Source: an optimization exercise on an open RTL-to-GDS flow (aim: small area). Production flows keep margins and buffers that such runs may drop. Where RTL was checked, it was by simulation tests only, not by an equivalence proof against the original.

==> inputs of job 8407 <==
// i2c_top
module i2c_top(
    input           clk,
    input           rstn,
    input           apb_sel,
    input           apb_en,
    input           apb_write,
    output          apb_ready,
    input  [31:0]   apb_addr,
    input  [31:0]   apb_wdata,
    output [31:0]   apb_rdata,
    output          i2c_irq,
    input           i2c_scl_i,
    output          i2c_scl_o,
    input           i2c_sda_i,
    output          i2c_sda_o
);
clock: 12.0 ns
lec_check: 0
cap_margin: 20
core_margin: 2
core_utilization: 40
slew_margin: 20
run.sh (not shown) runs the stock make flow with config.mk's settings and CLKGATE_MAP_FILE= SYNTH_SCRIPT=/design/flow/synth_recipe.tcl, a recipe that flattens the netlist after the stock synthesis.
==> job 3983 (differences from job 8407) <==
--- a/flow/design.v
+++ b/flow/design.v
@@ -19,12 +19,13 @@
     wire [9:0]                  tx_fifo_din                     ;
     wire [4:0]                  rx_fifo_ocy                     ;
     wire                        rx_fifo_rd                      ;
     wire [7:0]                  rx_fifo_dout                    ;
     wire [4:0]                  rx_fifo_pirq                    ;
     wire [9:0]                  slv_adr                         ;
+    wire                        srstn                           ;
     wire [6:0]                  cr                              ;
     wire [7:0]                  cr_clr                          ;
     wire [6:0]                  cr_set                          ;  
     wire [7:0]                  sr                              ;
     wire [7:0]                  irq_req                         ;
     wire [31:0]                 tsusta                          ;
@@ -52,12 +53,13 @@
         .tx_fifo_wdat           (tx_fifo_din[9:0]               ),  
         .rx_fifo_ocy            (rx_fifo_ocy[4:0]               ),  
         .rx_fifo_rd             (rx_fifo_rd                     ),  
         .rx_fifo_rdat           (rx_fifo_dout[7:0]              ),  
         .rx_fifo_pirq           (rx_fifo_pirq[4:0]              ),  
         .slv_adr                (slv_adr[9:0]                   ),  
+        .srstn                  (srstn                          ),  
         .cr                     (cr[6:0]                        ),  
         .cr_clr                 (cr_clr[6:0]                    ),  
         .cr_set                 (cr_set[6:0]                    ),  
         .sr                     (sr[7:0]                        ),  
         .irq_req                (irq_req[7:0]                   ),  
         .tsusta                 (tsusta[31:0]                   ),  
@@ -116,12 +118,13 @@
     output      [9:0]   tx_fifo_wdat,
     input       [4:0]   rx_fifo_ocy,
     output              rx_fifo_rd,
     input       [7:0]   rx_fifo_rdat,
     output      [4:0]   rx_fifo_pirq,
     output      [9:0]   slv_adr,
+    output reg          srstn,
     output reg  [6:0]   cr,
     input       [6:0]   cr_clr,
     input       [6:0]   cr_set,
     input       [7:0]   sr,
     input       [7:0]   irq_req,
     output reg  [31:0]  tsusta,
@@ -140,12 +143,15 @@
 wire [7:0]  isr_set;
 reg  [7:0]  ier;
 reg  [9:0]  txr;
 reg  [6:0]  adr;
 reg  [2:0]  ten_adr;
 reg  [4:0]  rx_pirq;
+wire        srst_set;
+wire        srst_clr;
+reg  [3:0]  srst_cnt;
 wire        wr_en;
 wire        rd_en;
 wire        wr_isr;
 assign apb_ready = 1'b1;
 assign rx_fifo_pirq[4:0] = rx_pirq[4:0];
 assign slv_adr      = {ten_adr, adr};
@@ -222,12 +228,27 @@
         9'h13c: apb_rdata <= thigh;
         9'h140: apb_rdata <= tlow;
         9'h144: apb_rdata <= thddat;
         default : apb_rdata <= 32'hdeadbeef;
     endcase
 end
+assign srst_set = wr_en && 
+                  apb_addr[8:0] == 9'h040 &&
+                  apb_wdata[31:0] == 32'ha;
+assign srst_clr = srst_cnt == 0;
+always@(posedge clk)
+begin
+    if(srst_set)
+        srst_cnt <= 4'ha;
+    else if(|srst_cnt)
+        srst_cnt <= srst_cnt - 1'b1;
+    if(srst_set)
+        srstn <= 1'b0;
+    else if(srst_clr)
+        srstn <= 1'b1;
+end
 always @(posedge clk or negedge rstn)
 begin
     if (!rstn)
         isr <= 8'h0;
     else
         isr <= isr_nxt;
@@ -320,12 +341,14 @@
     wire                        sto_det                         ;
     wire                        busy                            ;
     wire                        scl_rising                      ;
     wire                        scl_faling                      ;
     wire                        cr_msms                         ;
     wire                        cr_txfifo_rst                   ;
+    wire [4:0] tx_usedw; 
+    wire [4:0] rx_usedw; 
     wire [4:0] rx_fifo_pfull_th;
     wire fsm_tx_set;
     wire fsm_tx_clr;
 assign sr_bb = busy;
 assign {
     cr_gcen,
@@ -372,34 +395,36 @@
     sr_aas,
     !sr_bb,
     irq_rx_pfull,
     irq_tx_empty,
     irq_tx_err,
     al};
+assign tx_fifo_ocy[4:0] = tx_usedw[4:0] - !tx_fifo_empty;
+assign rx_fifo_ocy[4:0] = rx_usedw[4:0] - !rx_fifo_empty;
 assign rx_fifo_pfull_th[4:0] = rx_fifo_pirq[4:0];
 sync_fifo#(.DW(10), .DEPTH(16)) u_tx_fifo ( 
         .clk                    (clk                            ),  
         .rstn                   (rstn && (!cr_txfifo_rst)       ),  
         .rd                     (tx_fifo_rd                     ),  
         .dout                   (tx_fifo_dout[9:0]              ),  
         .empty                  (tx_fifo_empty                  ),  
         .wr                     (tx_fifo_wr                     ),  
         .din                    (tx_fifo_din[9:0]               ),  
         .full                   (tx_fifo_full                   ),  
-        .ocy                    (tx_fifo_ocy[4:0]               )   
+        .usedw                  (tx_usedw[4:0]               )   
     );
 sync_fifo #( .DW(8), .DEPTH(16)) u_rx_fifo ( 
         .clk                    (clk                            ),  
         .rstn                   (rstn                           ),  
         .rd                     (rx_fifo_rd                     ),  
         .dout                   (rx_fifo_dout[7:0]              ),  
         .empty                  (rx_fifo_empty                  ),  
         .wr                     (rx_fifo_wr                     ),  
         .din                    (rx_fifo_din[7:0]               ),  
         .full                   (rx_fifo_full                   ),  
-        .ocy                    (rx_fifo_ocy[4:0]               )   
+        .usedw                  (rx_usedw[4:0]               )   
     );
 i2c_dynamic_ctrl u_i2c_dynamic_ctrl( 
         .clk                    (clk                            ),  
         .rstn                   (rstn                           ),  
         .cr_en                  (cr_en                          ),  
         .cr_msms                (cr_msms                        ),  
@@ -489,54 +514,97 @@
         .sda_in                 (sda_in                         ),  
         .sda_out                (sda_out                        )   
     );
 endmodule
 module sync_fifo#(
     parameter DW = 8,
-    parameter DEPTH = 16,
-    parameter AW = 4
+    parameter DEPTH = 128,
+    parameter AW = clog2(DEPTH)
 )(
     input               clk,
     input               rstn,
     input               rd,
     output      [DW-1:0]dout,
     output  reg         empty,
     input               wr,
     input       [DW-1:0]din,
-    output              full,
-    output      [AW:0]  ocy
+    output  reg         full,
+    output  reg  [AW:0] usedw
 );
-reg  [DW*DEPTH-1:0] mem;
-reg  [AW-1:0]       cnt;
-wire                wr_int;
-wire                rd_int;
-assign full   = !empty & (&cnt);
-assign wr_int = wr & !full;
-assign rd_int = rd & !empty;
-assign ocy    = {1'b0, cnt};
-always @(posedge clk or negedge rstn)
+reg  [DW-1:0]   mem [DEPTH-1:0];
+wire [AW-1:0]   rptr_nxt;
+wire [AW-1:0]   wptr_nxt;
+reg  [AW-1:0]   rptr;
+reg  [AW-1:0]   wptr;
+wire            empty_set;
+wire            empty_clr;
+wire            empty_nxt;
+wire            full_set;
+wire            full_clr;
+wire            full_nxt;
+reg  [DW-1:0]   q_cache;
+reg  [DW-1:0]   q_tmp;
+reg             show_ahead;
+wire            wr_int;
+wire            rd_int;
+assign wr_int     = wr & (!full);
+assign rd_int     = rd & (!empty);
+assign wptr_nxt   = wr_int? wptr + 1 : wptr;
+assign rptr_nxt   = rd_int? rptr + 1 : rptr;
+assign empty_set  = rd_int && !wr_int && (usedw == 1);
+assign empty_clr  = wr_int;
+assign empty_nxt  = empty_set ? 1'b1 :
+                    empty_clr ? 1'b0 : empty;
+assign full_set = wr_int && !rd_int && (usedw == DEPTH - 1);
+assign full_clr = rd_int;
+assign full_nxt = full_set ? 1'b1 : 
+                  full_clr ? 1'b0 : (usedw == DEPTH);
+always @(posedge clk or negedge rstn) 
 begin
     if(!rstn) begin
-        empty <= 1'b1;
-        cnt   <= {AW{1'b0}};
+        wptr        <= 0;
+        rptr        <= 0;
+        empty       <= 1'b1;
+        full        <= 1'b0;
+        show_ahead  <= 1'b0;
     end
-    else if(wr_int && !rd_int) begin
-        empty <= 1'b0;
-        if(!empty) cnt <= cnt + 1'b1;
+    else begin
+        wptr        <= wptr_nxt;
+        rptr        <= rptr_nxt;
+        empty       <= empty_nxt;
+        full        <= full_nxt;
+        if(wr_int && (usedw == {{AW-1{1'b0}}, rd_int}))
+            show_ahead <= 1'b1;
+        else 
+            show_ahead <= 1'b0;
     end
-    else if(rd_int && !wr_int) begin
-        if(cnt == 0) empty <= 1'b1;
-        else         cnt   <= cnt - 1'b1;
+end
+always @(posedge clk or negedge rstn) begin : proc_usedw
+    if(!rstn) begin
+        usedw <= 0;
+    end else if(rd_int && !wr_int) begin
+        usedw <= usedw - 1;
+    end else if(!rd_int && wr_int) begin
+        usedw <= usedw + 1;
     end
 end
-always @(posedge clk)
-begin
+always @(posedge clk) begin
     if(wr_int)
-        mem <= {mem[DW*(DEPTH-1)-1:0], din};
+        mem[wptr] <= din;
+    q_tmp   <= mem[rptr_nxt];
+    q_cache <= din;
+end
+assign dout = empty ? {DW{1'b0}} : show_ahead ? q_cache : q_tmp;
+function integer clog2;
+    input integer depth;
+begin
+    depth = depth - 1;
+    for(clog2 = 1; depth > 1; depth = depth >> 1)
+        clog2 = clog2 + 1;
 end
-assign dout = empty ? {DW{1'b0}} : mem[cnt*DW +: DW];
+endfunction
 endmodule  
 module i2c_dynamic_ctrl(
     input           clk,
     input           rstn,
     input           cr_en,
     input           cr_msms,
@@ -846,35 +914,37 @@
     input               scl_gauge_en,
     input               scl_in,
     output              scl_out,
     input               sda_in,
     output              sda_out
 );
+    wire [31:0]                 thigh_gauge                     ;
     wire [31:0]                 tlow_gauge                      ;
     wire                        scl_o                           ;
     wire                        scl_i                           ;
     wire                        sda_o                           ;
     wire                        sda_i                           ;
     wire [31:0]                 tlow_mux                        ;
     wire [31:0]                 thigh_mux                       ;
 assign scl_out = scl_o;
 assign sda_out = sda_o;
 assign tlow_mux  = cr_msms ? tlow  : tlow_gauge;
-assign thigh_mux = thigh;
+assign thigh_mux = cr_msms ? thigh : thigh_gauge;
 i2c_phy_debounce u_i2c_phy_debounce( 
         .clk                    (clk                            ),  
         .rstn                   (rstn                           ),  
         .scl                    (scl_in                         ),  
         .sda                    (sda_in                         ),  
         .debounce_cnt           (debounce_cnt[13:0]             ),  
         .sta_det                (sta_det                        ),  
         .sto_det                (sto_det                        ),  
         .busy                   (busy                           ),  
         .scl_rising             (scl_rising                     ),  
         .scl_faling             (scl_faling                     ),  
         .scl_gauge_en           (scl_gauge_en                   ),  
+        .thigh                  (thigh_gauge[31:0]              ),  
         .tlow                   (tlow_gauge[31:0]               ),  
         .scl_o                  (scl_o                          ),  
         .scl_i                  (scl_i                          ),  
         .sda_o                  (sda_o                          ),  
         .sda_i                  (sda_i                          )   
     );
@@ -916,51 +986,54 @@
     output              sta_det,
     output              sto_det,
     output  reg         busy,
     output              scl_rising,
     output              scl_faling,
     input               scl_gauge_en,
+    output  reg [31:0]  thigh,
     output  reg [31:0]  tlow,
     input               scl_o,
     output              scl_i,
     input               sda_o,
     output              sda_i
 );
 reg [ 1:0] cSCL, cSDA;       
 reg [ 2:0] fSCL, fSDA;       
 reg        sSCL, sSDA;       
 reg        dSCL, dSDA;       
-reg [3:0]  filter_cnt;       
+reg [13:0] filter_cnt;       
 reg [31:0] timing_cnt;
 always@(posedge clk or negedge rstn)
 begin
     if(!rstn) begin
         timing_cnt <= 32'b0;
+        thigh      <= 32'hffff_ffff;
         tlow       <= 32'hffff_ffff;
     end
     else if(scl_gauge_en) begin
         if(scl_rising || scl_faling)
             timing_cnt <= 32'b0;
         else if(busy)
             timing_cnt <= timing_cnt + 1'b1;
         if(scl_rising) tlow  <= timing_cnt;
+        if(scl_faling) thigh <= timing_cnt;
     end
 end
 always @(posedge clk or negedge rstn)
     if (!rstn) begin
         cSCL <= 2'b00;
         cSDA <= 2'b00;
     end else begin
         cSCL <= {cSCL[0],scl};
         cSDA <= {cSDA[0],sda};
     end
 always @(posedge clk or negedge rstn)
     if (!rstn) 
-        filter_cnt <= 4'h0;
+        filter_cnt <= 14'h0;
     else if (~|filter_cnt)
-        filter_cnt <= debounce_cnt[3:0];  
+        filter_cnt <= debounce_cnt;  
     else
         filter_cnt <= filter_cnt -1;
 always @(posedge clk or negedge rstn)
     if (!rstn) begin
         fSCL <= 3'b111;
         fSDA <= 3'b111;
@@ -1065,14 +1138,14 @@
     reg       sda_x;
     reg [3:0] cstate, nstate; 
     assign cnt_clr = cstate != nstate;
     assign cnt_nxt = cnt_clr ? 32'b0 : 
                      slv_wait ? cnt : cnt + 1'b1;
     assign wait_thigh_done  = cnt >= thigh;
-    assign wait_tlow_done  = {cnt, 1'b0} >= {1'b0, tlow};
-    assign wait_tbuf_done  = {cnt, 1'b0} >= {1'b0, tbuf[31:1], tlow[0]};
+    assign wait_tlow_done  = cnt >= (tlow[31:1] + tlow[0]);
+    assign wait_tbuf_done  = cnt >= (tbuf[31:1] + tlow[0]);
     assign wait_tsusta_done = cnt == tsusta;
     assign wait_thdsta_done = cnt == thdsta;
     assign wait_tsudat_done = cnt == tsudat;
     assign wait_thddat_done = cnt == thddat;
     assign wait_tsusto_done = cnt == tsusto;
     assign cmd_ack = cstate == start_d & wait_tlow_done |
==> results.json <==
{
  "status": "finished clean",
  "r2r_setup_slack_ns": 5.72,
  "min_to": "u_i2c_core.u_i2c_phy.u_i2c_phy_debounce.cSDA[1]",
  "fin_total_pwr_uw": 6380,
  "grt_pass1_vias": 26402,
  "crit_arrival_ns": 6.82,
  "via_per_inst": 6.02,
  "p_leak_uw": 0.0178,
  "clkCellAreaFrac": 0.0665,
  "seqPwrFrac": 0.466,
  "cts_buffers": 87,
  "grt_max_degree": 154,
  "netlist_area_um2": 38500,
  "path_class": "primary input to register",
  "synth_seq_cells": 793,
  "drt-wirelength-per-cell_um": 26.8,
  "multiInputGateArea_um2": 16200
}
(the above is from job 8407)
==> results.json <==
{
  "multiInputGateArea_um2": 21000,
  "netlist_area_um2": 45700,
  "path_class": "register to register",
  "grt_pass1_vias": 31964,
  "synth-xor-area-share": 0.0612,
  "p_leak_uw": 0.0217,
  "min_to": "u_i2c_core.u_i2c_phy.u_i2c_phy_debounce.cSCL[1]",
  "status": "finished clean",
  "grt_max_degree": 148,
  "cts_buffers": 98,
  "clkCellAreaFrac": 0.0679,
  "drt-wirelength-per-cell_um": 25.1,
  "synth_seq_cells": 893,
  "crit_arrival_ns": 10.47,
  "seqCellArea_um2": 23600
}
(the above is from job 3983)

---

==> run A <==
i2c_top, a different RTL version from the one above (not shown whole).
clock: 12.0 ns
lec_check: 0
cap_margin: 20
core_margin: 2
core_utilization: 50
cts_buf_list: sky130_fd_sc_hd__clkbuf_16
cts_cluster_diameter: 100
cts_cluster_size: 30
slew_margin: 20
==> run E (differences from run A) <==
--- a/flow/design.v
+++ b/flow/design.v
@@ -850,20 +850,19 @@
         irq_nas         <= nas_x;
         sr_aas          <= aas_x;
         sr_abgc         <= abgc_x;
         cr_msms_r       <= cr_msms;
         msms            <= msms_x;
         adr_phase       <= adr_phase_x;
     end
 end
-always @(posedge clk or negedge rstn)
+always @(posedge clk)
 begin
-    if (!rstn)      sr <= 8'h0;
-    else if (load)       sr <= tx_fifo_dout[7:0];
+    if (load)       sr <= tx_fifo_dout[7:0];
     else if(shift)  sr <= {sr[6:0], phy_rx};
 end
 endmodule
 module i2c_phy(
     input               clk,
     input               rstn,
     input               ena,
     input      [ 3:0]   cmd,
@@ -981,22 +980,20 @@
 reg [3:0]  filter_cnt;       
 reg [31:0] timing_cnt;
 always@(posedge clk or negedge rstn)
 begin
     if(!rstn) begin
         timing_cnt <= 32'b0;
         tlow_dflt  <= 1'b1;
     end
-    else if(scl_gauge_en) begin
-        if(scl_rising || scl_faling)
-            timing_cnt <= 32'b0;
-        else if(busy)
-            timing_cnt <= timing_cnt + 1'b1;
-        if(scl_rising) tlow_dflt <= 1'b0;
+    else begin
+        timing_cnt <= (scl_gauge_en & (scl_rising | scl_faling)) ? 32'b0 :
+                      timing_cnt + {31'b0, scl_gauge_en & busy};
+        if(scl_gauge_en & scl_rising) tlow_dflt <= 1'b0;
     end
 end
 always@(posedge clk)
 begin
     if(scl_gauge_en && scl_rising) tlow <= timing_cnt;
 end
 always @(posedge clk or negedge rstn)
     if (!rstn) begin
@@ -1190,31 +1187,30 @@
       end
       else begin
       if (scl_rising) dout <= sda_i;
       if (scl_falling && (dout != sda_i) && cstate == rd_b) 
           rsta_det <=1'b1;
       else if(cmd_ack)
           rsta_det <=1'b0;
       end
+    always @(posedge clk)
+      cnt <= (al | (ena & cnt_clr)) ? 32'b0 : cnt + {31'b0, ena & !slv_wait};
     always @(posedge clk or negedge rstn)
       if (!rstn) begin
           cstate <= idle;
           scl_o   <= 1'b1;
           sda_o   <= 1'b1;
-          cnt     <= 32'b0;
       end
       else if (al) begin
           cstate <= idle;
           scl_o   <= 1'b1;
           sda_o   <= 1'b1;
-          cnt     <= 32'b0;
       end
       else if(ena) begin 
-        cnt     <= cnt_nxt;
         cstate  <= nstate;
         scl_o   <= scl_x;
         sda_o   <= sda_x;
       end
     always@(*) begin
         nstate = cstate;
         scl_x  = scl_o;
         sda_x  = sda_o;
==> flow/flow/run.sh (new file) <==
#!/bin/bash
# The standard layout (standard.sh: the ORFS flow, standard synthesis included) with two
# changes: port buffers are sky130_fd_sc_hd__buf_1 instead of the tool's pick, and clock tree
# synthesis inserts no dummy loads. All of make's output goes to flow_make.log here; each ORFS
# step keeps its own log under orfs/logs/.
set -euo pipefail
bash standard.sh \
  "BUFFER_PORTS_ARGS=-buffer_cell sky130_fd_sc_hd__buf_1" \
  "CTS_ARGS=-sink_clustering_enable -repair_clock_nets -buf_list sky130_fd_sc_hd__clkbuf_8 -sink_clustering_size 16 -sink_clustering_max_diameter 60 -dont_use_dummy_load" \
  finish > flow_make.log 2>&1
==> flow/standard.sh (new file) <==
#!/bin/bash
# synth_recipe.tcl (not shown) runs the flow's synth.tcl, then flattens the netlist and writes it again
# the make line also repeats each setting of config.mk as NAME=value (left out here)
make -C /OpenROAD-flow-scripts/flow DESIGN_CONFIG=/design/flow/config.mk WORK_HOME=/design/flow/orfs CLKGATE_MAP_FILE= SYNTH_SCRIPT=/design/flow/synth_recipe.tcl "${@:-finish}"
Settings changed: CORE_UTILIZATION 50 to 55, CTS_BUF_LIST sky130_fd_sc_hd__clkbuf_16 to not set, CTS_CLUSTER_DIAMETER 100 to not set, CTS_CLUSTER_SIZE 30 to not set, PLACE_DENSITY set to 0.7.
removed: flow/run.sh
==> impl_metrics.tcl <==
set metrics [dict create \
    buf_share_pct 1.97 \
    drt_wl_total_um 97300 \
    layout_common_cells "edfxtp_1, a22oi_1, nor2_1" \
    grt_pass1_vias 22800 \
    worst-slew-pin-transition_ps 1180 \
    status "no timing/DRC/antenna violations" \
    grt_max_degree 97 \
    rr_worst_depth 22 \
]
The numbers above come from run E.

==> impl_metrics.tcl <==
set metrics [dict create \
    buf_share_pct 3.39 \
    worst-slew-pin-transition_ps 1170 \
    status "no timing/DRC/antenna violations" \
    rr_worst_depth 19 \
    layout_common_cells "edfxtp_1, nor2_1, nand2_1" \
    grt_pass1_vias 23400 \
    grt_max_degree 91 \
    grt_overflow 0 \
    drt_wl_total_um 104000 \
]
The numbers above come from run A.

Only the layout flow was run in run A; the RTL was not checked for function there.

[re-timing with driven ports]
The results above use ideal ports. As a check the final layouts listed here were re-extracted and re-timed, cells and wires unchanged.
Step 1, drivers: a clkbuf_16 drives clk and a buf_2 each remaining input, both assumed.
Step 2 moves the port delays by t, midway between the first and last clock arrival at a register: inputs arrive t later, outputs are due t later. That takes back most of the time a late clock gives input paths.
Three values: no drivers, after step 1, after step 2; two values: the first two.
run	t (ns)	setup WS [ns]	latest minus earliest clock arrival (ns)	worst register clock-pin slew, ns
job 8407	0.729	5.722 / 5.724 / 5.036	0.024 / 0.024	0.06 / 0.06
job 3983	0.772	2.124 / 2.124 / 2.124	0.074 / 0.074	0.07 / 0.07
run A	0.655	4.245 / 4.245 / 4.245	0.029 / 0.029	0.12 / 0.12
run E	0.760	3.661 / 3.661 / 3.661	0.084 / 0.084	0.11 / 0.11
After both steps setup and hold are still met in every run listed. The setup slack of job 8407, which loses most, moves by +0.002 ns with the drivers and by -0.686 ns with both steps.
